Context: an optimization exercise on an open-source flow, tuned for small area. The choices shown serve that exercise and are no tape-out recipe. Function not checked in this run: the RTL went through the layout flow alone.

<file path="flow/constraint.sdc">
create_clock -name core_clock -period 6.5 [get_ports {clk}]
set_input_delay 1.3000 -clock core_clock [delete_from_list [all_inputs] [get_ports {clk}]]
set_output_delay 1.3000 -clock core_clock [all_outputs]
set_load 0.01 [all_outputs]
</file>
<file path="flow/design.v">
module processing_element(activation, weight, out, clk, rst);
parameter NON_ZERO_WEIGHTS = 108,
          SPECIAL_CASE = 0,
          FRACTIONAL_BITS = 8,
          BIT_SIZE = 16;
output reg signed [BIT_SIZE-1:0] out;
input [BIT_SIZE-1:0] activation, weight;
input clk, rst;
reg [23:0] s_n;        
reg [15:0] d1, d2, d3, d4;   
function [6:0] lfsr_state;
  input integer k;
  integer i;
  begin
    lfsr_state = 7'd0;
    for (i = 0; i < k; i = i + 1)
      lfsr_state = {lfsr_state[5:0], ~(lfsr_state[6] ^ lfsr_state[5])};
  end
endfunction
localparam [6:0] LAST = lfsr_state(NON_ZERO_WEIGHTS - 1);
reg [6:0] cnt;       
reg valid;           
wire load = (cnt == 7'd0);
wire [23:0] nxt;
wire one1;
wire two2;
wire neg3;
wire none4;
wire ntwo5;
wire nx6;
wire nx7;
wire nx8;
wire nx9;
wire nx10;
wire nx11;
wire nx12;
wire nx13;
wire nx14;
wire nx15;
wire nx16;
wire nx17;
wire nx18;
wire nx19;
wire nx20;
wire nx21;
wire pp22;
wire pp23;
wire pp24;
wire pp25;
wire pp26;
wire pp27;
wire pp28;
wire pp29;
wire pp30;
wire pp31;
wire pp32;
wire pp33;
wire pp34;
wire pp35;
wire pp36;
wire pp37;
wire pp38;
wire one39;
wire two40;
wire neg41;
wire none42;
wire ntwo43;
wire nx44;
wire nx45;
wire nx46;
wire nx47;
wire nx48;
wire nx49;
wire nx50;
wire nx51;
wire nx52;
wire nx53;
wire nx54;
wire nx55;
wire nx56;
wire nx57;
wire nx58;
wire nx59;
wire pp60;
wire pp61;
wire pp62;
wire pp63;
wire pp64;
wire pp65;
wire pp66;
wire pp67;
wire pp68;
wire pp69;
wire pp70;
wire pp71;
wire pp72;
wire pp73;
wire pp74;
wire pp75;
wire pp76;
wire one77;
wire two78;
wire neg79;
wire none80;
wire ntwo81;
wire nx82;
wire nx83;
wire nx84;
wire nx85;
wire nx86;
wire nx87;
wire nx88;
wire nx89;
wire nx90;
wire nx91;
wire nx92;
wire nx93;
wire nx94;
wire nx95;
wire nx96;
wire nx97;
wire pp98;
wire pp99;
wire pp100;
wire pp101;
wire pp102;
wire pp103;
wire pp104;
wire pp105;
wire pp106;
wire pp107;
wire pp108;
wire pp109;
wire pp110;
wire pp111;
wire pp112;
wire pp113;
wire pp114;
wire one115;
wire two116;
wire neg117;
wire none118;
wire ntwo119;
wire nx120;
wire nx121;
wire nx122;
wire nx123;
wire nx124;
wire nx125;
wire nx126;
wire nx127;
wire nx128;
wire nx129;
wire nx130;
wire nx131;
wire nx132;
wire nx133;
wire nx134;
wire nx135;
wire pp136;
wire pp137;
wire pp138;
wire pp139;
wire pp140;
wire pp141;
wire pp142;
wire pp143;
wire pp144;
wire pp145;
wire pp146;
wire pp147;
wire pp148;
wire pp149;
wire pp150;
wire pp151;
wire pp152;
wire one153;
wire two154;
wire neg155;
wire none156;
wire ntwo157;
wire nx158;
wire nx159;
wire nx160;
wire nx161;
wire nx162;
wire nx163;
wire nx164;
wire nx165;
wire nx166;
wire nx167;
wire nx168;
wire nx169;
wire nx170;
wire nx171;
wire nx172;
wire nx173;
wire pp174;
wire pp175;
wire pp176;
wire pp177;
wire pp178;
wire pp179;
wire pp180;
wire pp181;
wire pp182;
wire pp183;
wire pp184;
wire pp185;
wire pp186;
wire pp187;
wire pp188;
wire pp189;
wire one190;
wire two191;
wire neg192;
wire none193;
wire ntwo194;
wire nx195;
wire nx196;
wire nx197;
wire nx198;
wire nx199;
wire nx200;
wire nx201;
wire nx202;
wire nx203;
wire nx204;
wire nx205;
wire nx206;
wire nx207;
wire nx208;
wire pp209;
wire pp210;
wire pp211;
wire pp212;
wire pp213;
wire pp214;
wire pp215;
wire pp216;
wire pp217;
wire pp218;
wire pp219;
wire pp220;
wire pp221;
wire pp222;
wire one223;
wire two224;
wire neg225;
wire none226;
wire ntwo227;
wire nx228;
wire nx229;
wire nx230;
wire nx231;
wire nx232;
wire nx233;
wire nx234;
wire nx235;
wire nx236;
wire nx237;
wire nx238;
wire nx239;
wire pp240;
wire pp241;
wire pp242;
wire pp243;
wire pp244;
wire pp245;
wire pp246;
wire pp247;
wire pp248;
wire pp249;
wire pp250;
wire pp251;
wire one252;
wire two253;
wire neg254;
wire none255;
wire ntwo256;
wire nx257;
wire nx258;
wire nx259;
wire nx260;
wire nx261;
wire nx262;
wire nx263;
wire nx264;
wire nx265;
wire nx266;
wire pp267;
wire pp268;
wire pp269;
wire pp270;
wire pp271;
wire pp272;
wire pp273;
wire pp274;
wire pp275;
wire pp276;
wire ac277;
wire ac278;
wire ac279;
wire ac280;
wire ac281;
wire ac282;
wire ac283;
wire ac284;
wire ac285;
wire ac286;
wire ac287;
wire ac288;
wire ac289;
wire ac290;
wire ac291;
wire ac292;
wire ac293;
wire ac294;
wire ac295;
wire ac296;
wire ac297;
wire ac298;
wire ac299;
wire ac300;
wire es301;
wire ec302;
wire es303;
wire ec304;
wire es305;
wire ec306;
wire es307;
wire fs308;
wire fc309;
wire fs310;
wire fc311;
wire fs312;
wire fc313;
wire fs314;
wire fc315;
wire fs316;
wire fc317;
wire fs318;
wire fc319;
wire fs320;
wire fc321;
wire fs322;
wire fc323;
wire fs324;
wire fc325;
wire fs326;
wire fc327;
wire fs328;
wire fc329;
wire fs330;
wire fc331;
wire fs332;
wire fc333;
wire fs334;
wire fc335;
wire fs336;
wire fc337;
wire fs338;
wire fc339;
wire fs340;
wire fc341;
wire fs342;
wire fc343;
wire fs344;
wire fc345;
wire fs346;
wire fc347;
wire hs348;
wire hc349;
wire fs350;
wire fc351;
wire fs352;
wire fc353;
wire fs354;
wire fc355;
wire fs356;
wire fc357;
wire fs358;
wire fc359;
wire fs360;
wire fc361;
wire fs362;
wire fc363;
wire fs364;
wire fc365;
wire fs366;
wire fc367;
wire fs368;
wire fc369;
wire fs370;
wire fc371;
wire fs372;
wire fc373;
wire fs374;
wire fc375;
wire fs376;
wire fc377;
wire fs378;
wire fc379;
wire fs380;
wire fc381;
wire fs382;
wire fc383;
wire hs384;
wire hc385;
wire fs386;
wire fc387;
wire fs388;
wire fc389;
wire fs390;
wire fc391;
wire fs392;
wire fc393;
wire fs394;
wire fc395;
wire fs396;
wire fc397;
wire fs398;
wire fs399;
wire fs400;
wire fc401;
wire fs402;
wire fc403;
wire fs404;
wire fc405;
wire fs406;
wire fc407;
wire fs408;
wire fc409;
wire fs410;
wire fc411;
wire fs412;
wire fc413;
wire fs414;
wire fc415;
wire fs416;
wire fc417;
wire hs418;
wire hc419;
wire fs420;
wire fc421;
wire hs422;
wire hc423;
wire fs424;
wire fc425;
wire fs426;
wire fc427;
wire fs428;
wire fc429;
wire fs430;
wire fc431;
wire fs432;
wire fc433;
wire fs434;
wire fc435;
wire fs436;
wire fc437;
wire fs438;
wire fc439;
wire fs440;
wire fc441;
wire fs442;
wire fc443;
wire fs444;
wire fc445;
wire fs446;
wire fc447;
wire fs448;
wire fc449;
wire fs450;
wire fc451;
wire fs452;
wire fc453;
wire fs454;
wire fc455;
wire fs456;
wire fc457;
wire hs458;
wire hc459;
wire fs460;
wire fc461;
wire fs462;
wire fs463;
wire fc464;
wire fs465;
wire fc466;
wire fs467;
wire fc468;
wire fs469;
wire fc470;
wire fs471;
wire fc472;
wire fs473;
wire fc474;
wire fs475;
wire fc476;
wire fs477;
wire fc478;
wire fs479;
wire fc480;
wire fs481;
wire fc482;
wire fs483;
wire fc484;
wire fs485;
wire fc486;
wire fs487;
wire fc488;
wire fs489;
wire fc490;
wire fs491;
wire fc492;
wire fs493;
wire fc494;
wire fs495;
wire fs496;
wire fc497;
wire fs498;
wire fc499;
wire fs500;
wire fc501;
wire fs502;
wire fc503;
wire fs504;
wire fc505;
wire fs506;
wire fc507;
wire fs508;
wire fc509;
wire fs510;
wire fc511;
wire fs512;
wire fc513;
wire fs514;
wire fc515;
wire fs516;
wire fc517;
wire fs518;
wire fc519;
wire hs520;
wire g521;
wire p522;
wire g523;
wire p524;
wire g525;
wire p526;
wire g527;
wire p528;
wire g529;
wire p530;
wire g531;
wire p532;
wire g533;
wire p534;
wire g535;
wire p536;
wire g537;
wire p538;
wire g539;
wire p540;
wire g541;
wire p542;
wire g543;
wire p544;
wire g545;
wire p546;
wire g547;
wire p548;
wire g549;
wire p550;
wire g551;
wire p552;
wire g553;
wire p554;
wire g555;
wire p556;
wire g557;
wire p558;
wire g559;
wire p560;
wire g561;
wire p562;
wire g563;
wire p564;
wire g565;
wire p566;
wire g567;
wire p568;
wire g569;
wire G570;
wire P571;
wire G572;
wire P573;
wire G574;
wire P575;
wire G576;
wire P577;
wire G578;
wire P579;
wire G580;
wire P581;
wire G582;
wire P583;
wire G584;
wire P585;
wire G586;
wire P587;
wire G588;
wire P589;
wire G590;
wire P591;
wire G592;
wire P593;
wire G594;
wire P595;
wire G596;
wire P597;
wire G598;
wire P599;
wire G600;
wire P601;
wire G602;
wire P603;
wire G604;
wire P605;
wire G606;
wire P607;
wire G608;
wire P609;
wire G610;
wire P611;
wire G612;
wire P613;
wire G614;
wire P615;
wire G616;
wire P617;
wire G618;
wire P619;
wire G620;
wire P621;
wire G622;
wire P623;
wire G624;
wire P625;
wire G626;
wire P627;
wire G628;
wire P629;
wire G630;
wire P631;
wire G632;
wire P633;
wire G634;
wire P635;
wire G636;
wire P637;
wire G638;
wire P639;
wire G640;
wire P641;
wire G642;
wire P643;
wire G644;
wire P645;
wire G646;
wire P647;
wire G648;
wire P649;
wire G650;
wire P651;
wire G652;
wire P653;
wire G654;
wire P655;
wire G656;
wire P657;
wire G658;
wire P659;
wire G660;
wire P661;
wire G662;
wire P663;
wire G664;
wire P665;
wire G666;
wire P667;
wire G668;
wire P669;
wire G670;
wire P671;
wire G672;
wire P673;
assign one1 = weight[0] ^ 1'b0;
assign two2 = (weight[1] & ~weight[0] & ~1'b0) | (~weight[1] & weight[0] & 1'b0);
assign none4 = ~(weight[0] ^ 1'b0);
assign ntwo5 = ~(none4 & (weight[1] ^ weight[0]));
assign neg3 = weight[1] & ~(none4 & weight[0]);
assign nx6 = ~(activation[0] ^ weight[1]);
assign nx7 = ~(activation[1] ^ weight[1]);
assign nx8 = ~(activation[2] ^ weight[1]);
assign nx9 = ~(activation[3] ^ weight[1]);
assign nx10 = ~(activation[4] ^ weight[1]);
assign nx11 = ~(activation[5] ^ weight[1]);
assign nx12 = ~(activation[6] ^ weight[1]);
assign nx13 = ~(activation[7] ^ weight[1]);
assign nx14 = ~(activation[8] ^ weight[1]);
assign nx15 = ~(activation[9] ^ weight[1]);
assign nx16 = ~(activation[10] ^ weight[1]);
assign nx17 = ~(activation[11] ^ weight[1]);
assign nx18 = ~(activation[12] ^ weight[1]);
assign nx19 = ~(activation[13] ^ weight[1]);
assign nx20 = ~(activation[14] ^ weight[1]);
assign nx21 = ~(activation[15] ^ weight[1]);
assign pp22 = ((~none4 & ~nx6) | (~ntwo5 & weight[1]));
pe_o22ai u_sel1 (.a(none4), .b(nx7), .c(ntwo5), .d(nx6), .y(pp23));
pe_o22ai u_sel2 (.a(none4), .b(nx8), .c(ntwo5), .d(nx7), .y(pp24));
pe_o22ai u_sel3 (.a(none4), .b(nx9), .c(ntwo5), .d(nx8), .y(pp25));
pe_o22ai u_sel4 (.a(none4), .b(nx10), .c(ntwo5), .d(nx9), .y(pp26));
pe_o22ai u_sel5 (.a(none4), .b(nx11), .c(ntwo5), .d(nx10), .y(pp27));
pe_o22ai u_sel6 (.a(none4), .b(nx12), .c(ntwo5), .d(nx11), .y(pp28));
pe_o22ai u_sel7 (.a(none4), .b(nx13), .c(ntwo5), .d(nx12), .y(pp29));
pe_o22ai u_sel8 (.a(none4), .b(nx14), .c(ntwo5), .d(nx13), .y(pp30));
pe_o22ai u_sel9 (.a(none4), .b(nx15), .c(ntwo5), .d(nx14), .y(pp31));
pe_o22ai u_sel10 (.a(none4), .b(nx16), .c(ntwo5), .d(nx15), .y(pp32));
pe_o22ai u_sel11 (.a(none4), .b(nx17), .c(ntwo5), .d(nx16), .y(pp33));
pe_o22ai u_sel12 (.a(none4), .b(nx18), .c(ntwo5), .d(nx17), .y(pp34));
pe_o22ai u_sel13 (.a(none4), .b(nx19), .c(ntwo5), .d(nx18), .y(pp35));
pe_o22ai u_sel14 (.a(none4), .b(nx20), .c(ntwo5), .d(nx19), .y(pp36));
pe_o22ai u_sel15 (.a(none4), .b(nx21), .c(ntwo5), .d(nx20), .y(pp37));
pe_o22a u_sel16 (.a(none4), .b(nx21), .c(ntwo5), .d(nx21), .y(pp38));
assign one39 = weight[2] ^ weight[1];
assign two40 = (weight[3] & ~weight[2] & ~weight[1]) | (~weight[3] & weight[2] & weight[1]);
assign none42 = ~(weight[2] ^ weight[1]);
assign ntwo43 = ~(none42 & (weight[3] ^ weight[2]));
assign neg41 = weight[3] & ~(none42 & weight[2]);
assign nx44 = ~(activation[0] ^ weight[3]);
assign nx45 = ~(activation[1] ^ weight[3]);
assign nx46 = ~(activation[2] ^ weight[3]);
assign nx47 = ~(activation[3] ^ weight[3]);
assign nx48 = ~(activation[4] ^ weight[3]);
assign nx49 = ~(activation[5] ^ weight[3]);
assign nx50 = ~(activation[6] ^ weight[3]);
assign nx51 = ~(activation[7] ^ weight[3]);
assign nx52 = ~(activation[8] ^ weight[3]);
assign nx53 = ~(activation[9] ^ weight[3]);
assign nx54 = ~(activation[10] ^ weight[3]);
assign nx55 = ~(activation[11] ^ weight[3]);
assign nx56 = ~(activation[12] ^ weight[3]);
assign nx57 = ~(activation[13] ^ weight[3]);
assign nx58 = ~(activation[14] ^ weight[3]);
assign nx59 = ~(activation[15] ^ weight[3]);
assign pp60 = ((~none42 & ~nx44) | (~ntwo43 & weight[3]));
pe_o22ai u_sel17 (.a(none42), .b(nx45), .c(ntwo43), .d(nx44), .y(pp61));
pe_o22ai u_sel18 (.a(none42), .b(nx46), .c(ntwo43), .d(nx45), .y(pp62));
pe_o22ai u_sel19 (.a(none42), .b(nx47), .c(ntwo43), .d(nx46), .y(pp63));
pe_o22ai u_sel20 (.a(none42), .b(nx48), .c(ntwo43), .d(nx47), .y(pp64));
pe_o22ai u_sel21 (.a(none42), .b(nx49), .c(ntwo43), .d(nx48), .y(pp65));
pe_o22ai u_sel22 (.a(none42), .b(nx50), .c(ntwo43), .d(nx49), .y(pp66));
pe_o22ai u_sel23 (.a(none42), .b(nx51), .c(ntwo43), .d(nx50), .y(pp67));
pe_o22ai u_sel24 (.a(none42), .b(nx52), .c(ntwo43), .d(nx51), .y(pp68));
pe_o22ai u_sel25 (.a(none42), .b(nx53), .c(ntwo43), .d(nx52), .y(pp69));
pe_o22ai u_sel26 (.a(none42), .b(nx54), .c(ntwo43), .d(nx53), .y(pp70));
pe_o22ai u_sel27 (.a(none42), .b(nx55), .c(ntwo43), .d(nx54), .y(pp71));
pe_o22ai u_sel28 (.a(none42), .b(nx56), .c(ntwo43), .d(nx55), .y(pp72));
pe_o22ai u_sel29 (.a(none42), .b(nx57), .c(ntwo43), .d(nx56), .y(pp73));
pe_o22ai u_sel30 (.a(none42), .b(nx58), .c(ntwo43), .d(nx57), .y(pp74));
pe_o22ai u_sel31 (.a(none42), .b(nx59), .c(ntwo43), .d(nx58), .y(pp75));
pe_o22a u_sel32 (.a(none42), .b(nx59), .c(ntwo43), .d(nx59), .y(pp76));
assign one77 = weight[4] ^ weight[3];
assign two78 = (weight[5] & ~weight[4] & ~weight[3]) | (~weight[5] & weight[4] & weight[3]);
assign none80 = ~(weight[4] ^ weight[3]);
assign ntwo81 = ~(none80 & (weight[5] ^ weight[4]));
assign neg79 = weight[5] & ~(none80 & weight[4]);
assign nx82 = ~(activation[0] ^ weight[5]);
assign nx83 = ~(activation[1] ^ weight[5]);
assign nx84 = ~(activation[2] ^ weight[5]);
assign nx85 = ~(activation[3] ^ weight[5]);
assign nx86 = ~(activation[4] ^ weight[5]);
assign nx87 = ~(activation[5] ^ weight[5]);
assign nx88 = ~(activation[6] ^ weight[5]);
assign nx89 = ~(activation[7] ^ weight[5]);
assign nx90 = ~(activation[8] ^ weight[5]);
assign nx91 = ~(activation[9] ^ weight[5]);
assign nx92 = ~(activation[10] ^ weight[5]);
assign nx93 = ~(activation[11] ^ weight[5]);
assign nx94 = ~(activation[12] ^ weight[5]);
assign nx95 = ~(activation[13] ^ weight[5]);
assign nx96 = ~(activation[14] ^ weight[5]);
assign nx97 = ~(activation[15] ^ weight[5]);
assign pp98 = ((~none80 & ~nx82) | (~ntwo81 & weight[5]));
pe_o22ai u_sel33 (.a(none80), .b(nx83), .c(ntwo81), .d(nx82), .y(pp99));
pe_o22ai u_sel34 (.a(none80), .b(nx84), .c(ntwo81), .d(nx83), .y(pp100));
pe_o22ai u_sel35 (.a(none80), .b(nx85), .c(ntwo81), .d(nx84), .y(pp101));
pe_o22ai u_sel36 (.a(none80), .b(nx86), .c(ntwo81), .d(nx85), .y(pp102));
pe_o22ai u_sel37 (.a(none80), .b(nx87), .c(ntwo81), .d(nx86), .y(pp103));
pe_o22ai u_sel38 (.a(none80), .b(nx88), .c(ntwo81), .d(nx87), .y(pp104));
pe_o22ai u_sel39 (.a(none80), .b(nx89), .c(ntwo81), .d(nx88), .y(pp105));
pe_o22ai u_sel40 (.a(none80), .b(nx90), .c(ntwo81), .d(nx89), .y(pp106));
pe_o22ai u_sel41 (.a(none80), .b(nx91), .c(ntwo81), .d(nx90), .y(pp107));
pe_o22ai u_sel42 (.a(none80), .b(nx92), .c(ntwo81), .d(nx91), .y(pp108));
pe_o22ai u_sel43 (.a(none80), .b(nx93), .c(ntwo81), .d(nx92), .y(pp109));
pe_o22ai u_sel44 (.a(none80), .b(nx94), .c(ntwo81), .d(nx93), .y(pp110));
pe_o22ai u_sel45 (.a(none80), .b(nx95), .c(ntwo81), .d(nx94), .y(pp111));
pe_o22ai u_sel46 (.a(none80), .b(nx96), .c(ntwo81), .d(nx95), .y(pp112));
pe_o22ai u_sel47 (.a(none80), .b(nx97), .c(ntwo81), .d(nx96), .y(pp113));
pe_o22a u_sel48 (.a(none80), .b(nx97), .c(ntwo81), .d(nx97), .y(pp114));
assign one115 = weight[6] ^ weight[5];
assign two116 = (weight[7] & ~weight[6] & ~weight[5]) | (~weight[7] & weight[6] & weight[5]);
assign none118 = ~(weight[6] ^ weight[5]);
assign ntwo119 = ~(none118 & (weight[7] ^ weight[6]));
assign neg117 = weight[7] & ~(none118 & weight[6]);
assign nx120 = ~(activation[0] ^ weight[7]);
assign nx121 = ~(activation[1] ^ weight[7]);
assign nx122 = ~(activation[2] ^ weight[7]);
assign nx123 = ~(activation[3] ^ weight[7]);
assign nx124 = ~(activation[4] ^ weight[7]);
assign nx125 = ~(activation[5] ^ weight[7]);
assign nx126 = ~(activation[6] ^ weight[7]);
assign nx127 = ~(activation[7] ^ weight[7]);
assign nx128 = ~(activation[8] ^ weight[7]);
assign nx129 = ~(activation[9] ^ weight[7]);
assign nx130 = ~(activation[10] ^ weight[7]);
assign nx131 = ~(activation[11] ^ weight[7]);
assign nx132 = ~(activation[12] ^ weight[7]);
assign nx133 = ~(activation[13] ^ weight[7]);
assign nx134 = ~(activation[14] ^ weight[7]);
assign nx135 = ~(activation[15] ^ weight[7]);
assign pp136 = ((~none118 & ~nx120) | (~ntwo119 & weight[7]));
pe_o22ai u_sel49 (.a(none118), .b(nx121), .c(ntwo119), .d(nx120), .y(pp137));
pe_o22ai u_sel50 (.a(none118), .b(nx122), .c(ntwo119), .d(nx121), .y(pp138));
pe_o22ai u_sel51 (.a(none118), .b(nx123), .c(ntwo119), .d(nx122), .y(pp139));
pe_o22ai u_sel52 (.a(none118), .b(nx124), .c(ntwo119), .d(nx123), .y(pp140));
pe_o22ai u_sel53 (.a(none118), .b(nx125), .c(ntwo119), .d(nx124), .y(pp141));
pe_o22ai u_sel54 (.a(none118), .b(nx126), .c(ntwo119), .d(nx125), .y(pp142));
pe_o22ai u_sel55 (.a(none118), .b(nx127), .c(ntwo119), .d(nx126), .y(pp143));
pe_o22ai u_sel56 (.a(none118), .b(nx128), .c(ntwo119), .d(nx127), .y(pp144));
pe_o22ai u_sel57 (.a(none118), .b(nx129), .c(ntwo119), .d(nx128), .y(pp145));
pe_o22ai u_sel58 (.a(none118), .b(nx130), .c(ntwo119), .d(nx129), .y(pp146));
pe_o22ai u_sel59 (.a(none118), .b(nx131), .c(ntwo119), .d(nx130), .y(pp147));
pe_o22ai u_sel60 (.a(none118), .b(nx132), .c(ntwo119), .d(nx131), .y(pp148));
pe_o22ai u_sel61 (.a(none118), .b(nx133), .c(ntwo119), .d(nx132), .y(pp149));
pe_o22ai u_sel62 (.a(none118), .b(nx134), .c(ntwo119), .d(nx133), .y(pp150));
pe_o22ai u_sel63 (.a(none118), .b(nx135), .c(ntwo119), .d(nx134), .y(pp151));
pe_o22a u_sel64 (.a(none118), .b(nx135), .c(ntwo119), .d(nx135), .y(pp152));
assign one153 = weight[8] ^ weight[7];
assign two154 = (weight[9] & ~weight[8] & ~weight[7]) | (~weight[9] & weight[8] & weight[7]);
assign none156 = ~(weight[8] ^ weight[7]);
assign ntwo157 = ~(none156 & (weight[9] ^ weight[8]));
assign neg155 = weight[9] & ~(none156 & weight[8]);
assign nx158 = ~(activation[0] ^ weight[9]);
assign nx159 = ~(activation[1] ^ weight[9]);
assign nx160 = ~(activation[2] ^ weight[9]);
assign nx161 = ~(activation[3] ^ weight[9]);
assign nx162 = ~(activation[4] ^ weight[9]);
assign nx163 = ~(activation[5] ^ weight[9]);
assign nx164 = ~(activation[6] ^ weight[9]);
assign nx165 = ~(activation[7] ^ weight[9]);
assign nx166 = ~(activation[8] ^ weight[9]);
assign nx167 = ~(activation[9] ^ weight[9]);
assign nx168 = ~(activation[10] ^ weight[9]);
assign nx169 = ~(activation[11] ^ weight[9]);
assign nx170 = ~(activation[12] ^ weight[9]);
assign nx171 = ~(activation[13] ^ weight[9]);
assign nx172 = ~(activation[14] ^ weight[9]);
assign nx173 = ~(activation[15] ^ weight[9]);
assign pp174 = ((~none156 & ~nx158) | (~ntwo157 & weight[9]));
pe_o22ai u_sel65 (.a(none156), .b(nx159), .c(ntwo157), .d(nx158), .y(pp175));
pe_o22ai u_sel66 (.a(none156), .b(nx160), .c(ntwo157), .d(nx159), .y(pp176));
pe_o22ai u_sel67 (.a(none156), .b(nx161), .c(ntwo157), .d(nx160), .y(pp177));
pe_o22ai u_sel68 (.a(none156), .b(nx162), .c(ntwo157), .d(nx161), .y(pp178));
pe_o22ai u_sel69 (.a(none156), .b(nx163), .c(ntwo157), .d(nx162), .y(pp179));
pe_o22ai u_sel70 (.a(none156), .b(nx164), .c(ntwo157), .d(nx163), .y(pp180));
pe_o22ai u_sel71 (.a(none156), .b(nx165), .c(ntwo157), .d(nx164), .y(pp181));
pe_o22ai u_sel72 (.a(none156), .b(nx166), .c(ntwo157), .d(nx165), .y(pp182));
pe_o22ai u_sel73 (.a(none156), .b(nx167), .c(ntwo157), .d(nx166), .y(pp183));
pe_o22ai u_sel74 (.a(none156), .b(nx168), .c(ntwo157), .d(nx167), .y(pp184));
pe_o22ai u_sel75 (.a(none156), .b(nx169), .c(ntwo157), .d(nx168), .y(pp185));
pe_o22ai u_sel76 (.a(none156), .b(nx170), .c(ntwo157), .d(nx169), .y(pp186));
pe_o22ai u_sel77 (.a(none156), .b(nx171), .c(ntwo157), .d(nx170), .y(pp187));
pe_o22ai u_sel78 (.a(none156), .b(nx172), .c(ntwo157), .d(nx171), .y(pp188));
pe_o22ai u_sel79 (.a(none156), .b(nx173), .c(ntwo157), .d(nx172), .y(pp189));
assign one190 = weight[10] ^ weight[9];
assign two191 = (weight[11] & ~weight[10] & ~weight[9]) | (~weight[11] & weight[10] & weight[9]);
assign none193 = ~(weight[10] ^ weight[9]);
assign ntwo194 = ~(none193 & (weight[11] ^ weight[10]));
assign neg192 = weight[11] & ~(none193 & weight[10]);
assign nx195 = ~(activation[0] ^ weight[11]);
assign nx196 = ~(activation[1] ^ weight[11]);
assign nx197 = ~(activation[2] ^ weight[11]);
assign nx198 = ~(activation[3] ^ weight[11]);
assign nx199 = ~(activation[4] ^ weight[11]);
assign nx200 = ~(activation[5] ^ weight[11]);
assign nx201 = ~(activation[6] ^ weight[11]);
assign nx202 = ~(activation[7] ^ weight[11]);
assign nx203 = ~(activation[8] ^ weight[11]);
assign nx204 = ~(activation[9] ^ weight[11]);
assign nx205 = ~(activation[10] ^ weight[11]);
assign nx206 = ~(activation[11] ^ weight[11]);
assign nx207 = ~(activation[12] ^ weight[11]);
assign nx208 = ~(activation[13] ^ weight[11]);
assign pp209 = ((~none193 & ~nx195) | (~ntwo194 & weight[11]));
pe_o22ai u_sel80 (.a(none193), .b(nx196), .c(ntwo194), .d(nx195), .y(pp210));
pe_o22ai u_sel81 (.a(none193), .b(nx197), .c(ntwo194), .d(nx196), .y(pp211));
pe_o22ai u_sel82 (.a(none193), .b(nx198), .c(ntwo194), .d(nx197), .y(pp212));
pe_o22ai u_sel83 (.a(none193), .b(nx199), .c(ntwo194), .d(nx198), .y(pp213));
pe_o22ai u_sel84 (.a(none193), .b(nx200), .c(ntwo194), .d(nx199), .y(pp214));
pe_o22ai u_sel85 (.a(none193), .b(nx201), .c(ntwo194), .d(nx200), .y(pp215));
pe_o22ai u_sel86 (.a(none193), .b(nx202), .c(ntwo194), .d(nx201), .y(pp216));
pe_o22ai u_sel87 (.a(none193), .b(nx203), .c(ntwo194), .d(nx202), .y(pp217));
pe_o22ai u_sel88 (.a(none193), .b(nx204), .c(ntwo194), .d(nx203), .y(pp218));
pe_o22ai u_sel89 (.a(none193), .b(nx205), .c(ntwo194), .d(nx204), .y(pp219));
pe_o22ai u_sel90 (.a(none193), .b(nx206), .c(ntwo194), .d(nx205), .y(pp220));
pe_o22ai u_sel91 (.a(none193), .b(nx207), .c(ntwo194), .d(nx206), .y(pp221));
pe_o22ai u_sel92 (.a(none193), .b(nx208), .c(ntwo194), .d(nx207), .y(pp222));
assign one223 = weight[12] ^ weight[11];
assign two224 = (weight[13] & ~weight[12] & ~weight[11]) | (~weight[13] & weight[12] & weight[11]);
assign none226 = ~(weight[12] ^ weight[11]);
assign ntwo227 = ~(none226 & (weight[13] ^ weight[12]));
assign neg225 = weight[13] & ~(none226 & weight[12]);
assign nx228 = ~(activation[0] ^ weight[13]);
assign nx229 = ~(activation[1] ^ weight[13]);
assign nx230 = ~(activation[2] ^ weight[13]);
assign nx231 = ~(activation[3] ^ weight[13]);
assign nx232 = ~(activation[4] ^ weight[13]);
assign nx233 = ~(activation[5] ^ weight[13]);
assign nx234 = ~(activation[6] ^ weight[13]);
assign nx235 = ~(activation[7] ^ weight[13]);
assign nx236 = ~(activation[8] ^ weight[13]);
assign nx237 = ~(activation[9] ^ weight[13]);
assign nx238 = ~(activation[10] ^ weight[13]);
assign nx239 = ~(activation[11] ^ weight[13]);
assign pp240 = ((~none226 & ~nx228) | (~ntwo227 & weight[13]));
pe_o22ai u_sel93 (.a(none226), .b(nx229), .c(ntwo227), .d(nx228), .y(pp241));
pe_o22ai u_sel94 (.a(none226), .b(nx230), .c(ntwo227), .d(nx229), .y(pp242));
pe_o22ai u_sel95 (.a(none226), .b(nx231), .c(ntwo227), .d(nx230), .y(pp243));
pe_o22ai u_sel96 (.a(none226), .b(nx232), .c(ntwo227), .d(nx231), .y(pp244));
pe_o22ai u_sel97 (.a(none226), .b(nx233), .c(ntwo227), .d(nx232), .y(pp245));
pe_o22ai u_sel98 (.a(none226), .b(nx234), .c(ntwo227), .d(nx233), .y(pp246));
pe_o22ai u_sel99 (.a(none226), .b(nx235), .c(ntwo227), .d(nx234), .y(pp247));
pe_o22ai u_sel100 (.a(none226), .b(nx236), .c(ntwo227), .d(nx235), .y(pp248));
pe_o22ai u_sel101 (.a(none226), .b(nx237), .c(ntwo227), .d(nx236), .y(pp249));
pe_o22ai u_sel102 (.a(none226), .b(nx238), .c(ntwo227), .d(nx237), .y(pp250));
pe_o22ai u_sel103 (.a(none226), .b(nx239), .c(ntwo227), .d(nx238), .y(pp251));
assign one252 = weight[14] ^ weight[13];
assign two253 = (weight[15] & ~weight[14] & ~weight[13]) | (~weight[15] & weight[14] & weight[13]);
assign none255 = ~(weight[14] ^ weight[13]);
assign ntwo256 = ~(none255 & (weight[15] ^ weight[14]));
assign neg254 = weight[15] & ~(none255 & weight[14]);
assign nx257 = ~(activation[0] ^ weight[15]);
assign nx258 = ~(activation[1] ^ weight[15]);
assign nx259 = ~(activation[2] ^ weight[15]);
assign nx260 = ~(activation[3] ^ weight[15]);
assign nx261 = ~(activation[4] ^ weight[15]);
assign nx262 = ~(activation[5] ^ weight[15]);
assign nx263 = ~(activation[6] ^ weight[15]);
assign nx264 = ~(activation[7] ^ weight[15]);
assign nx265 = ~(activation[8] ^ weight[15]);
assign nx266 = ~(activation[9] ^ weight[15]);
assign pp267 = ((~none255 & ~nx257) | (~ntwo256 & weight[15]));
pe_o22ai u_sel104 (.a(none255), .b(nx258), .c(ntwo256), .d(nx257), .y(pp268));
pe_o22ai u_sel105 (.a(none255), .b(nx259), .c(ntwo256), .d(nx258), .y(pp269));
pe_o22ai u_sel106 (.a(none255), .b(nx260), .c(ntwo256), .d(nx259), .y(pp270));
pe_o22ai u_sel107 (.a(none255), .b(nx261), .c(ntwo256), .d(nx260), .y(pp271));
pe_o22ai u_sel108 (.a(none255), .b(nx262), .c(ntwo256), .d(nx261), .y(pp272));
pe_o22ai u_sel109 (.a(none255), .b(nx263), .c(ntwo256), .d(nx262), .y(pp273));
pe_o22ai u_sel110 (.a(none255), .b(nx264), .c(ntwo256), .d(nx263), .y(pp274));
pe_o22ai u_sel111 (.a(none255), .b(nx265), .c(ntwo256), .d(nx264), .y(pp275));
pe_o22ai u_sel112 (.a(none255), .b(nx266), .c(ntwo256), .d(nx265), .y(pp276));
assign ac277 = ~(s_n[0] | load);
assign ac278 = ~(s_n[1] | load);
assign ac279 = ~(s_n[2] | load);
assign ac280 = ~(s_n[3] | load);
assign ac281 = ~(s_n[4] | load);
assign ac282 = ~(s_n[5] | load);
assign ac283 = ~(s_n[6] | load);
assign ac284 = ~(s_n[7] | load);
assign ac285 = ~(s_n[8] | load);
assign ac286 = ~(s_n[9] | load);
assign ac287 = ~(s_n[10] | load);
assign ac288 = ~(s_n[11] | load);
assign ac289 = ~(s_n[12] | load);
assign ac290 = ~(s_n[13] | load);
assign ac291 = ~(s_n[14] | load);
assign ac292 = ~(s_n[15] | load);
assign ac293 = ~(s_n[16] | load);
assign ac294 = ~(s_n[17] | load);
assign ac295 = ~(s_n[18] | load);
assign ac296 = ~(s_n[19] | load);
assign ac297 = ~(s_n[20] | load);
assign ac298 = ~(s_n[21] | load);
assign ac299 = ~(s_n[22] | load);
assign ac300 = ~(s_n[23] | load);
pe_ha u_ha113 (.a(ac291), .b(neg254), .s(es301), .co(ec302));
pe_ha u_ha114 (.a(ac292), .b(ec302), .s(es303), .co(ec304));
assign es305 = ~(ac293 ^ ec304);
assign ec306 = ac293 | ec304;
assign es307 = ~ac294;
pe_fa u_fa115 (.a(ac279), .b(neg41), .c(pp24), .s(fs308), .co(fc309));
pe_fa u_fa116 (.a(ac280), .b(pp25), .c(pp61), .s(fs310), .co(fc311));
pe_fa u_fa117 (.a(ac281), .b(neg79), .c(pp26), .s(fs312), .co(fc313));
pe_fa u_fa118 (.a(ac282), .b(pp27), .c(pp63), .s(fs314), .co(fc315));
pe_fa u_fa119 (.a(ac283), .b(neg117), .c(pp28), .s(fs316), .co(fc317));
pe_fa u_fa120 (.a(pp64), .b(pp100), .c(pp136), .s(fs318), .co(fc319));
pe_fa u_fa121 (.a(ac284), .b(pp29), .c(pp65), .s(fs320), .co(fc321));
pe_fa u_fa122 (.a(ac285), .b(neg155), .c(pp30), .s(fs322), .co(fc323));
pe_fa u_fa123 (.a(pp66), .b(pp102), .c(pp138), .s(fs324), .co(fc325));
pe_fa u_fa124 (.a(ac286), .b(pp31), .c(pp67), .s(fs326), .co(fc327));
pe_fa u_fa125 (.a(pp103), .b(pp139), .c(pp175), .s(fs328), .co(fc329));
pe_fa u_fa126 (.a(ac287), .b(neg192), .c(pp32), .s(fs330), .co(fc331));
pe_fa u_fa127 (.a(pp68), .b(pp104), .c(pp140), .s(fs332), .co(fc333));
pe_fa u_fa128 (.a(ac288), .b(pp33), .c(pp69), .s(fs334), .co(fc335));
pe_fa u_fa129 (.a(pp105), .b(pp141), .c(pp177), .s(fs336), .co(fc337));
pe_fa u_fa130 (.a(ac289), .b(neg225), .c(pp34), .s(fs338), .co(fc339));
pe_fa u_fa131 (.a(pp70), .b(pp106), .c(pp142), .s(fs340), .co(fc341));
pe_fa u_fa132 (.a(pp178), .b(pp211), .c(pp240), .s(fs342), .co(fc343));
pe_fa u_fa133 (.a(ac290), .b(pp35), .c(pp71), .s(fs344), .co(fc345));
pe_fa u_fa134 (.a(pp107), .b(pp143), .c(pp179), .s(fs346), .co(fc347));
pe_ha u_ha135 (.a(pp212), .b(pp241), .s(hs348), .co(hc349));
pe_fa u_fa136 (.a(es301), .b(pp36), .c(pp72), .s(fs350), .co(fc351));
pe_fa u_fa137 (.a(pp108), .b(pp144), .c(pp180), .s(fs352), .co(fc353));
pe_fa u_fa138 (.a(pp213), .b(pp242), .c(pp267), .s(fs354), .co(fc355));
pe_fa u_fa139 (.a(es303), .b(pp37), .c(pp73), .s(fs356), .co(fc357));
pe_fa u_fa140 (.a(pp109), .b(pp145), .c(pp181), .s(fs358), .co(fc359));
pe_fa u_fa141 (.a(pp214), .b(pp243), .c(pp268), .s(fs360), .co(fc361));
pe_fa u_fa142 (.a(pp38), .b(pp74), .c(pp110), .s(fs362), .co(fc363));
pe_fa u_fa143 (.a(pp146), .b(pp182), .c(pp215), .s(fs364), .co(fc365));
pe_fa u_fa144 (.a(pp244), .b(pp269), .c(es305), .s(fs366), .co(fc367));
pe_fa u_fa145 (.a(es307), .b(pp75), .c(pp111), .s(fs368), .co(fc369));
pe_fa u_fa146 (.a(pp147), .b(pp183), .c(pp216), .s(fs370), .co(fc371));
pe_fa u_fa147 (.a(pp245), .b(pp270), .c(ec306), .s(fs372), .co(fc373));
pe_fa u_fa148 (.a(ac295), .b(ac294), .c(pp76), .s(fs374), .co(fc375));
pe_fa u_fa149 (.a(pp112), .b(pp148), .c(pp184), .s(fs376), .co(fc377));
pe_fa u_fa150 (.a(pp217), .b(pp246), .c(pp271), .s(fs378), .co(fc379));
pe_fa u_fa151 (.a(1'b1), .b(ac296), .c(pp113), .s(fs380), .co(fc381));
pe_fa u_fa152 (.a(pp149), .b(pp185), .c(pp218), .s(fs382), .co(fc383));
pe_ha u_ha153 (.a(pp247), .b(pp272), .s(hs384), .co(hc385));
pe_fa u_fa154 (.a(ac297), .b(pp114), .c(pp150), .s(fs386), .co(fc387));
pe_fa u_fa155 (.a(pp186), .b(pp219), .c(pp248), .s(fs388), .co(fc389));
pe_fa u_fa156 (.a(1'b1), .b(ac298), .c(pp151), .s(fs390), .co(fc391));
pe_fa u_fa157 (.a(pp187), .b(pp220), .c(pp249), .s(fs392), .co(fc393));
pe_fa u_fa158 (.a(ac299), .b(pp152), .c(pp188), .s(fs394), .co(fc395));
pe_fa u_fa159 (.a(pp221), .b(pp250), .c(pp275), .s(fs396), .co(fc397));
assign fs398 = 1'b1 ^ ac300 ^ pp189;
assign fs399 = pp222 ^ pp251 ^ pp276;
pe_fa u_fa160 (.a(pp62), .b(pp98), .c(fc311), .s(fs400), .co(fc401));
pe_fa u_fa161 (.a(pp99), .b(fc313), .c(fs314), .s(fs402), .co(fc403));
pe_fa u_fa162 (.a(fc315), .b(fs316), .c(fs318), .s(fs404), .co(fc405));
pe_fa u_fa163 (.a(pp101), .b(pp137), .c(fc317), .s(fs406), .co(fc407));
pe_fa u_fa164 (.a(pp174), .b(fc321), .c(fs322), .s(fs408), .co(fc409));
pe_fa u_fa165 (.a(fc323), .b(fc325), .c(fs326), .s(fs410), .co(fc411));
pe_fa u_fa166 (.a(pp176), .b(pp209), .c(fc327), .s(fs412), .co(fc413));
pe_fa u_fa167 (.a(fc329), .b(fs330), .c(fs332), .s(fs414), .co(fc415));
pe_fa u_fa168 (.a(pp210), .b(fc331), .c(fc333), .s(fs416), .co(fc417));
pe_ha u_ha169 (.a(fs334), .b(fs336), .s(hs418), .co(hc419));
pe_fa u_fa170 (.a(fc335), .b(fc337), .c(fs338), .s(fs420), .co(fc421));
pe_ha u_ha171 (.a(fs340), .b(fs342), .s(hs422), .co(hc423));
pe_fa u_fa172 (.a(hs348), .b(fc339), .c(fc341), .s(fs424), .co(fc425));
pe_fa u_fa173 (.a(fc343), .b(fs344), .c(fs346), .s(fs426), .co(fc427));
pe_fa u_fa174 (.a(hc349), .b(fc345), .c(fc347), .s(fs428), .co(fc429));
pe_fa u_fa175 (.a(fs350), .b(fs352), .c(fs354), .s(fs430), .co(fc431));
pe_fa u_fa176 (.a(fc351), .b(fc353), .c(fc355), .s(fs432), .co(fc433));
pe_fa u_fa177 (.a(fs356), .b(fs358), .c(fs360), .s(fs434), .co(fc435));
pe_fa u_fa178 (.a(fc357), .b(fc359), .c(fc361), .s(fs436), .co(fc437));
pe_fa u_fa179 (.a(fs362), .b(fs364), .c(fs366), .s(fs438), .co(fc439));
pe_fa u_fa180 (.a(fc363), .b(fc365), .c(fs368), .s(fs440), .co(fc441));
pe_fa u_fa181 (.a(fs370), .b(fc367), .c(fs372), .s(fs442), .co(fc443));
pe_fa u_fa182 (.a(fc369), .b(fc371), .c(fs374), .s(fs444), .co(fc445));
pe_fa u_fa183 (.a(fs376), .b(fs378), .c(fc373), .s(fs446), .co(fc447));
pe_fa u_fa184 (.a(hs384), .b(fc375), .c(fc377), .s(fs448), .co(fc449));
pe_fa u_fa185 (.a(fc379), .b(fs380), .c(fs382), .s(fs450), .co(fc451));
pe_fa u_fa186 (.a(pp273), .b(hc385), .c(fc381), .s(fs452), .co(fc453));
pe_fa u_fa187 (.a(fc383), .b(fs386), .c(fs388), .s(fs454), .co(fc455));
pe_fa u_fa188 (.a(pp274), .b(fc387), .c(fc389), .s(fs456), .co(fc457));
pe_ha u_ha189 (.a(fs390), .b(fs392), .s(hs458), .co(hc459));
pe_fa u_fa190 (.a(fc391), .b(fc393), .c(fs394), .s(fs460), .co(fc461));
assign fs462 = fc395 ^ fc397 ^ fs398;
pe_fa u_fa191 (.a(fc319), .b(fs320), .c(fc405), .s(fs463), .co(fc464));
pe_fa u_fa192 (.a(fs324), .b(fc407), .c(fs408), .s(fs465), .co(fc466));
pe_fa u_fa193 (.a(fs328), .b(fc409), .c(fs410), .s(fs467), .co(fc468));
pe_fa u_fa194 (.a(fc411), .b(fs412), .c(fs414), .s(fs469), .co(fc470));
pe_fa u_fa195 (.a(hs418), .b(fc413), .c(fc415), .s(fs471), .co(fc472));
pe_fa u_fa196 (.a(hc419), .b(hs422), .c(fc417), .s(fs473), .co(fc474));
pe_fa u_fa197 (.a(hc423), .b(fc421), .c(fs424), .s(fs475), .co(fc476));
pe_fa u_fa198 (.a(fc425), .b(fc427), .c(fs428), .s(fs477), .co(fc478));
pe_fa u_fa199 (.a(fc429), .b(fc431), .c(fs432), .s(fs479), .co(fc480));
pe_fa u_fa200 (.a(fc433), .b(fc435), .c(fs436), .s(fs481), .co(fc482));
pe_fa u_fa201 (.a(fc437), .b(fs440), .c(fc439), .s(fs483), .co(fc484));
pe_fa u_fa202 (.a(fc441), .b(fs444), .c(fc443), .s(fs485), .co(fc486));
pe_fa u_fa203 (.a(fc445), .b(fs448), .c(fc447), .s(fs487), .co(fc488));
pe_fa u_fa204 (.a(fc449), .b(fc451), .c(fs452), .s(fs489), .co(fc490));
pe_fa u_fa205 (.a(hs458), .b(fc453), .c(fc455), .s(fs491), .co(fc492));
pe_fa u_fa206 (.a(fs396), .b(hc459), .c(fc457), .s(fs493), .co(fc494));
assign fs495 = fs399 ^ fc461 ^ fs462;
pe_fa u_fa207 (.a(fs416), .b(fc470), .c(fs471), .s(fs496), .co(fc497));
pe_fa u_fa208 (.a(fs420), .b(fc472), .c(fs473), .s(fs498), .co(fc499));
pe_fa u_fa209 (.a(fs426), .b(fc474), .c(fs475), .s(fs500), .co(fc501));
pe_fa u_fa210 (.a(fs430), .b(fc476), .c(fs477), .s(fs502), .co(fc503));
pe_fa u_fa211 (.a(fs434), .b(fc478), .c(fs479), .s(fs504), .co(fc505));
pe_fa u_fa212 (.a(fs438), .b(fc480), .c(fs481), .s(fs506), .co(fc507));
pe_fa u_fa213 (.a(fs442), .b(fc482), .c(fs483), .s(fs508), .co(fc509));
pe_fa u_fa214 (.a(fs446), .b(fc484), .c(fs485), .s(fs510), .co(fc511));
pe_fa u_fa215 (.a(fs450), .b(fc486), .c(fs487), .s(fs512), .co(fc513));
pe_fa u_fa216 (.a(fs454), .b(fc488), .c(fs489), .s(fs514), .co(fc515));
pe_fa u_fa217 (.a(fs456), .b(fc490), .c(fs491), .s(fs516), .co(fc517));
pe_fa u_fa218 (.a(fs460), .b(fc492), .c(fs493), .s(fs518), .co(fc519));
assign hs520 = fc494 ^ fs495;
assign g521 = neg3 & pp22;
assign p522 = neg3 ^ pp22;
assign g523 = ac278 & pp23;
assign p524 = ac278 ^ pp23;
assign g525 = pp60 & fs308;
assign p526 = pp60 ^ fs308;
assign g527 = fc309 & fs310;
assign p528 = fc309 ^ fs310;
assign g529 = fs312 & fs400;
assign p530 = fs312 ^ fs400;
assign g531 = fc401 & fs402;
assign p532 = fc401 ^ fs402;
assign g533 = fc403 & fs404;
assign p534 = fc403 ^ fs404;
assign g535 = fs406 & fs463;
assign p536 = fs406 ^ fs463;
assign g537 = fc464 & fs465;
assign p538 = fc464 ^ fs465;
assign g539 = fc466 & fs467;
assign p540 = fc466 ^ fs467;
assign g541 = fc468 & fs469;
assign p542 = fc468 ^ fs469;
assign g543 = fs496 & 1'b0;
assign p544 = fs496 ^ 1'b0;
assign g545 = fc497 & fs498;
assign p546 = fc497 ^ fs498;
assign g547 = fc499 & fs500;
assign p548 = fc499 ^ fs500;
assign g549 = fc501 & fs502;
assign p550 = fc501 ^ fs502;
assign g551 = fc503 & fs504;
assign p552 = fc503 ^ fs504;
assign g553 = fc505 & fs506;
assign p554 = fc505 ^ fs506;
assign g555 = fc507 & fs508;
assign p556 = fc507 ^ fs508;
assign g557 = fc509 & fs510;
assign p558 = fc509 ^ fs510;
assign g559 = fc511 & fs512;
assign p560 = fc511 ^ fs512;
assign g561 = fc513 & fs514;
assign p562 = fc513 ^ fs514;
assign g563 = fc515 & fs516;
assign p564 = fc515 ^ fs516;
assign g565 = fc517 & fs518;
assign p566 = fc517 ^ fs518;
assign g567 = fc519 & hs520;
assign p568 = fc519 ^ hs520;
assign g569 = (neg3 & pp22) | (neg3 & ac277) | (pp22 & ac277);
assign G570 = g523 | (p524 & g569);
assign P571 = p524 & p522;
assign G572 = g527 | (p528 & g525);
assign P573 = p528 & p526;
assign G574 = g531 | (p532 & g529);
assign P575 = p532 & p530;
assign G576 = g535 | (p536 & g533);
assign P577 = p536 & p534;
assign G578 = g539 | (p540 & g537);
assign P579 = p540 & p538;
assign G580 = g543 | (p544 & g541);
assign P581 = p544 & p542;
assign G582 = g547 | (p548 & g545);
assign P583 = p548 & p546;
assign G584 = g551 | (p552 & g549);
assign P585 = p552 & p550;
assign G586 = g555 | (p556 & g553);
assign P587 = p556 & p554;
assign G588 = g559 | (p560 & g557);
assign P589 = p560 & p558;
assign G590 = g563 | (p564 & g561);
assign P591 = p564 & p562;
assign G592 = g567 | (p568 & g565);
assign P593 = p568 & p566;
assign G594 = g525 | (p526 & G570);
assign P595 = p526 & P571;
assign G596 = G572 | (P573 & G570);
assign P597 = P573 & P571;
assign G598 = g533 | (p534 & G574);
assign P599 = p534 & P575;
assign G600 = G576 | (P577 & G574);
assign P601 = P577 & P575;
assign G602 = g541 | (p542 & G578);
assign P603 = p542 & P579;
assign G604 = G580 | (P581 & G578);
assign P605 = P581 & P579;
assign G606 = g549 | (p550 & G582);
assign P607 = p550 & P583;
assign G608 = G584 | (P585 & G582);
assign P609 = P585 & P583;
assign G610 = g557 | (p558 & G586);
assign P611 = p558 & P587;
assign G612 = G588 | (P589 & G586);
assign P613 = P589 & P587;
assign G614 = g565 | (p566 & G590);
assign P615 = p566 & P591;
assign G616 = G592 | (P593 & G590);
assign P617 = P593 & P591;
assign G618 = g529 | (p530 & G596);
assign P619 = p530 & P597;
assign G620 = G574 | (P575 & G596);
assign P621 = P575 & P597;
assign G622 = G598 | (P599 & G596);
assign P623 = P599 & P597;
assign G624 = G600 | (P601 & G596);
assign P625 = P601 & P597;
assign G626 = g545 | (p546 & G604);
assign P627 = p546 & P605;
assign G628 = G582 | (P583 & G604);
assign P629 = P583 & P605;
assign G630 = G606 | (P607 & G604);
assign P631 = P607 & P605;
assign G632 = G608 | (P609 & G604);
assign P633 = P609 & P605;
assign G634 = g561 | (p562 & G612);
assign P635 = p562 & P613;
assign G636 = G590 | (P591 & G612);
assign P637 = P591 & P613;
assign G638 = G614 | (P615 & G612);
assign P639 = P615 & P613;
assign G640 = G616 | (P617 & G612);
assign P641 = P617 & P613;
assign G642 = g537 | (p538 & G624);
assign P643 = p538 & P625;
assign G644 = G578 | (P579 & G624);
assign P645 = P579 & P625;
assign G646 = G602 | (P603 & G624);
assign P647 = P603 & P625;
assign G648 = G604 | (P605 & G624);
assign P649 = P605 & P625;
assign G650 = G626 | (P627 & G624);
assign P651 = P627 & P625;
assign G652 = G628 | (P629 & G624);
assign P653 = P629 & P625;
assign G654 = G630 | (P631 & G624);
assign P655 = P631 & P625;
assign G656 = G632 | (P633 & G624);
assign P657 = P633 & P625;
assign G658 = g553 | (p554 & G656);
assign P659 = p554 & P657;
assign G660 = G586 | (P587 & G656);
assign P661 = P587 & P657;
assign G662 = G610 | (P611 & G656);
assign P663 = P611 & P657;
assign G664 = G612 | (P613 & G656);
assign P665 = P613 & P657;
assign G666 = G634 | (P635 & G656);
assign P667 = P635 & P657;
assign G668 = G636 | (P637 & G656);
assign P669 = P637 & P657;
assign G670 = G638 | (P639 & G656);
assign P671 = P639 & P657;
assign G672 = G640 | (P641 & G656);
assign P673 = P641 & P657;
assign nxt[0] = p522 ^ ac277;
assign nxt[1] = (p524 ^ g569);
assign nxt[2] = (p526 ^ G570);
assign nxt[3] = (p528 ^ G594);
assign nxt[4] = (p530 ^ G596);
assign nxt[5] = (p532 ^ G618);
assign nxt[6] = (p534 ^ G620);
assign nxt[7] = (p536 ^ G622);
assign nxt[8] = (p538 ^ G624);
assign nxt[9] = (p540 ^ G642);
assign nxt[10] = (p542 ^ G644);
assign nxt[11] = (p544 ^ G646);
assign nxt[12] = (p546 ^ G648);
assign nxt[13] = (p548 ^ G650);
assign nxt[14] = (p550 ^ G652);
assign nxt[15] = (p552 ^ G654);
assign nxt[16] = (p554 ^ G656);
assign nxt[17] = (p556 ^ G658);
assign nxt[18] = (p558 ^ G660);
assign nxt[19] = (p560 ^ G662);
assign nxt[20] = (p562 ^ G664);
assign nxt[21] = (p564 ^ G666);
assign nxt[22] = (p566 ^ G668);
assign nxt[23] = (p568 ^ G670);
always @(posedge clk) begin
  s_n <= ~nxt;
  d1 <= s_n[FRACTIONAL_BITS+15:FRACTIONAL_BITS];
  d2 <= d1;
  d3 <= d2;
  d4 <= d3;
  if (!rst) begin
    cnt <= 0;
    valid <= 1'b0;
    out <= 0;
  end else begin
    cnt <= (cnt == LAST) ? 7'd0 : {cnt[5:0], ~(cnt[6] ^ cnt[5])};
    valid <= valid | cnt[3];    
    out <= valid ? ~d4 : 16'd0;
  end
end
endmodule
module pe_fa(a, b, c, s, co);
input a, b, c;
output s, co;
assign s = a ^ b ^ c;
assign co = (a & b) | (a & c) | (b & c);
endmodule
module pe_o22ai(a, b, c, d, y);
input a, b, c, d;
output y;
assign y = ~((a | b) & (c | d));
endmodule
module pe_o22a(a, b, c, d, y);
input a, b, c, d;
output y;
assign y = (a | b) & (c | d);
endmodule
module pe_ha(a, b, s, co);
input a, b;
output s, co;
assign s = a ^ b;
assign co = a & b;
endmodule
</file>
<file path="flow/standard.sh">
#!/bin/bash
# synth_recipe.tcl (not shown) runs the flow's synth.tcl, then flattens the netlist and writes it again
# the make line also repeats each setting of config.mk as NAME=value (left out here)
make -C /OpenROAD-flow-scripts/flow DESIGN_CONFIG=/design/flow/config.mk WORK_HOME=/design/flow/orfs CLKGATE_MAP_FILE= SYNTH_SCRIPT=/design/flow/synth_recipe.tcl "${@:-finish}"
</file>
<file path="flow/config.mk">
export PLATFORM = sky130hd
export DESIGN_NAME = processing_element
export DESIGN_NICKNAME = processing_element
export VERILOG_FILES = /design/flow/design.v
export SDC_FILE = /design/flow/constraint.sdc
export NUM_CORES = 4
export LEC_CHECK = 0
export CAP_MARGIN = 0
export CORE_MARGIN = 2
export CORE_UTILIZATION = 40
export CTS_BUF_LIST = sky130_fd_sc_hd__clkbuf_8
export GPL_TIMING_DRIVEN = 0
export SLEW_MARGIN = 0
export SYNTH_HIERARCHICAL = 1
</file>
<file path="flow/flow/run.sh">
#!/bin/bash
# The standard layout (standard.sh, unchanged synthesis) with a few ORFS knobs:
#  - ports buffered with the smallest buffer instead of ORFS's default pick,
#  - synthesis buffers removed before placement (repair_design re-buffers),
#  - power recovery (downsizing of non-critical cells) after global routing,
#  - CTS without dummy load cells.
# All tool output goes to standard_flow.log here and ORFS's own logs under orfs/logs.
set -euo pipefail
export BUFFER_PORTS_ARGS="-buffer_cell sky130_fd_sc_hd__buf_1"
export REMOVE_ABC_BUFFERS=1
export RECOVER_POWER=100
export CTS_ARGS="-sink_clustering_enable -repair_clock_nets -buf_list sky130_fd_sc_hd__clkbuf_8 -dont_use_dummy_load"
bash standard.sh > standard_flow.log 2>&1
</file>
==> summary.txt <==
through the flow:
| step | hold slack, ps | instance area [µm²] | setup TNS, ps |
|---|---|---|---|
| floorplan | 310 | 7680 | 0 |
| finish | 312 | 8440 | 0 |
| global route | 325 | 8440 | 0 |
| detailed placement | 312 | 8220 | -7440 |
| CTS | 310 | 8400 | 0 |
| global placement | 313 | 8200 | -6680 |
per-module statistics from Yosys (local to each module, per instance):
module | cells | area, µm²
pe_ha | 1 | 12.5
pe_o22a | 1 | 8.76
processing_element | 502 | 5030
pe_o22ai | 1 | 6.26
pe_fa | 1 | 20.0
state kept, by name, indices dropped and copies added (netlist names):
| signal | cells |
|---|---|
| cnt | 7 |
| d1 | 16 |
| d2 | 16 |
| d3 | 16 |
| d4 | 16 |
| out | 16 |
| s_n | 24 |
| valid | 1 |
synth_stat cells, drive strengths merged:
master / number
nor3: 1
or2: 6
fa: 105
o211ai: 3
dfxtp: 112
nor3b: 1
o311a: 1
o22a: 4
o22ai: 108
a211oi: 2
xor2: 13
nor2b: 8
nand2: 16
o21ai: 3
a211o: 1
a21o: 6
conb: 1
ha: 35
or4: 1
o21bai: 1
a221oi: 1
nor2: 45
buf: 7
nand4: 1
and3: 1
nand2b: 2
xnor2: 136
inv: 31
nand3: 3
o21a: 3
and2: 6
o211a: 1
o31a: 1
a21oi: 20
clkbuf: 28
nor4: 2
nand3b: 1
a31oi: 3
critical path, cell delays in order:
cell	delay, ps
clkdlybuf4s18_2	430
ha_1	440
inv_1	300
nand2_1	340
o22ai_1	270
fa_1	510
fa_1	420
fa_1	540
fa_1	420
ha_1	340
a21oi_1	130
o21ai_0	170
a21oi_1	330
inv_2	110
fa_1	390
xnor2_1	130
how the worst min path moves through the flow:
stage          startpoint      to  depth (start not counted)
2_1_floorplan       d1[0]   d2[0]                          0
5_1_grt            d2[12]  d3[12]                          0
6_report           d2[12]  d3[12]                          0
3_3_place_gp        d3[0]   d4[0]                          0
3_5_place_dp       d1[15]  d2[15]                          0
4_1_cts            d2[12]  d3[12]                          0
layout make-up:
type | count | area (µm²) | area share [%]
Tap cell | 265 | 332 | 3.93
Multi-Input combinational cell | 543 | 5370 | 63.6
Sequential cell | 112 | 2240 | 26.6
Timing Repair Buffer | 50 | 238 | 2.82
Clock buffer | 9 | 124 | 1.47
Inverter | 31 | 135 | 1.60
timing repair:
action	4_1_cts	5_1_grt
setup endpoints to repair	10	7
buffers inserted	0	0
hold buffers	0	0
gates resized for setup	15	21
hold endpoints to repair	0	0
routing by layer:
layer / part of all wire [%] / vias to the layer above / track usage, %
met4: 0.95 / 0 / 3.72
met2: 44 / 100 / 25.0
met1: 51 / 2410 / 22.8
met5: 0 / - / 0
li1: - / 2499 / -
met3: 4.2 / 7 / 2.17
cells by family (layout without fill, tap and decap cells):
group           count (synthesis)  after routing  share of synthesized area (%)
compound gates                158            158                           13.1
xor+xnor                      149            149                           16.7
fa+ha+maj                     140            140                           32.5
flops                         112            112                           28.7
simple gates                   94             94                           5.74
buf+inv                        66             90                           3.17
other cells                     1              2                         0.0480
==> summary.txt <==
Die
  – Die X: 144 µm
  – Num rows: between 50 and 60
  – Core area: 0.0193 mm²
  – Initial Utilization: about two fifths
  – Die Area: 0.0207 mm²
  – Io pins: 50
  – Die height: between 100 and 150 µm

Hold path
  – Worst Hold Class: register to register

Final layout
  – P&R area growth vs syn: 8.03%
  – Most frequent cells in the layout: xnor2_1, dfxtp_1, o22ai_1
  – Fraction of layout cells with a size suffix above 1: roughly 4.4%
  – Fillers: 1,881
  – # diodes: 0
  – Util after Layout: a little over two fifths
  – Commonest non-fill, non-tap cell in the layout: xnor2_1
  – Non-Filler Instances: around 1,000
  – # nets final: approximately 920

Critical path
  – Crit path arrival time: approximately 6600 ps
  – CP Capture Type: register
  – Req. time, crit path: between 6000 and 7000 ps
  – Critical path endpoint: s_n[17]
  – CP Launch Type: input pin
  – Worst Reg2Reg Path Length in Cells: 21
  – Reg-to-Reg Start: cnt[0]
  – CP startpoint: weight[11]
  – R2R Setup Slk: roughly 810 ps
  – Worst flop-to-flop path endpoint: s_n[22]
  – Crit Path Max Fanout: 18
  – Crit Path Class: input pin to register

Synth
  – Distinct cells, synth: 43
  – Mapped cell area: 0.00781 mm²
  – Synth top area share: 28.7%
  – Syn_area_per_cell: approximately 11 µm²
  – Sequential area share after synthesis: between 20% and 30%
  – Post-Synthesis Cells: 720
  – Synth area leaders: dfxtp_1, fa_1, xnor2_1
  – Synth area leader: dfxtp_1
  – Ys Warns: 7
  – Synthesized flop and latch total: between 100 and 150

GRT
  – Vias in the first global route: between 4,000 and 5,000
  – First-pass GRT wire length: ~26 mm
  – Largest net degree at the start of global routing: 22
  – Tot GR Track Use: 15.7%
  – Initial antenna violation count: 0
  – GRT overflow: 0

Drt
  – Via-per-instance ratio: 4.97
  – Drt drc: 0
  – Final ANT Viol Nets: 0
  – DRT iter0 DRCs: 240
  – Routed vias: 5,016
  – Final Routed Wirelength: between 15 and 20 mm
  – Initial DRT Pass Iterations: 5
  – WL per Instance: between 10 and 15 µm

STA
  – Max Slew Vio Count: 0
  – RSZ-0062 raised after global routing: no
  – Slew Limit Headroom: about half
  – Slew @ Worst Pin: between 700 and 800 ps
  – Setup Skew: about 41 ps
  – Post-layout min period: 6330 ps
  – Fin crit share: ~97%
  – Final setup margin: about 170 ps
  – Fmax: ~160 MHz
  – Setup violators final: 0
  – Fin. Hold Viols: 0

Status
  – Status: timing/DRC/antenna clean

Clocking
  – Worst-path clk slew: between 100 and 150 ps
  – Num CTS Buffers: 9
  – Clock Path Buffers: 2
  – CTS tree: built
  – Clock Latency Late Sink: 370 ps
  – CTS root buf: clkbuf_8
  – Num Clock Sinks: between 100 and 150
  – Htree depth: 3

Placed design
  – GP Congestion: between 0.8 and 0.9
  – Setup WS pre-CTS: -892 ps
  – Dpl cells: 1,001
  – Post-DP HPWL: around 13 mm
  – # port buffers: around 50

Run
  – Max_cap viols: 0

-- re-timing with driven ports --
How much do the figures lean on ideal ports? The routed layout below was timed once more, with nothing changed but the port constraints.
Step 1 assumes that a clkbuf_16 drives the clock port and a buf_2 every other input.
Step 2 also shifts input and output timing later by t, the mid clock arrival at the registers, as if the neighbouring blocks saw the same clock.
a / b / c = ideal ports / drivers / drivers and shift; a / b = the first two.
t, ns: 0.381
slack for setup (ns): 0.167 / 0.180 / -0.201
hold WS [ns]: 0.312 / 0.312 / 0.312
slew at the worst register clock pin (ns): 0.11 / 0.11
Met with ideal ports but missed after step 2: setup timing in this run. For this run, drivers alone change the setup slack by +0.013 ns; drivers and shift together by -0.368 ns.
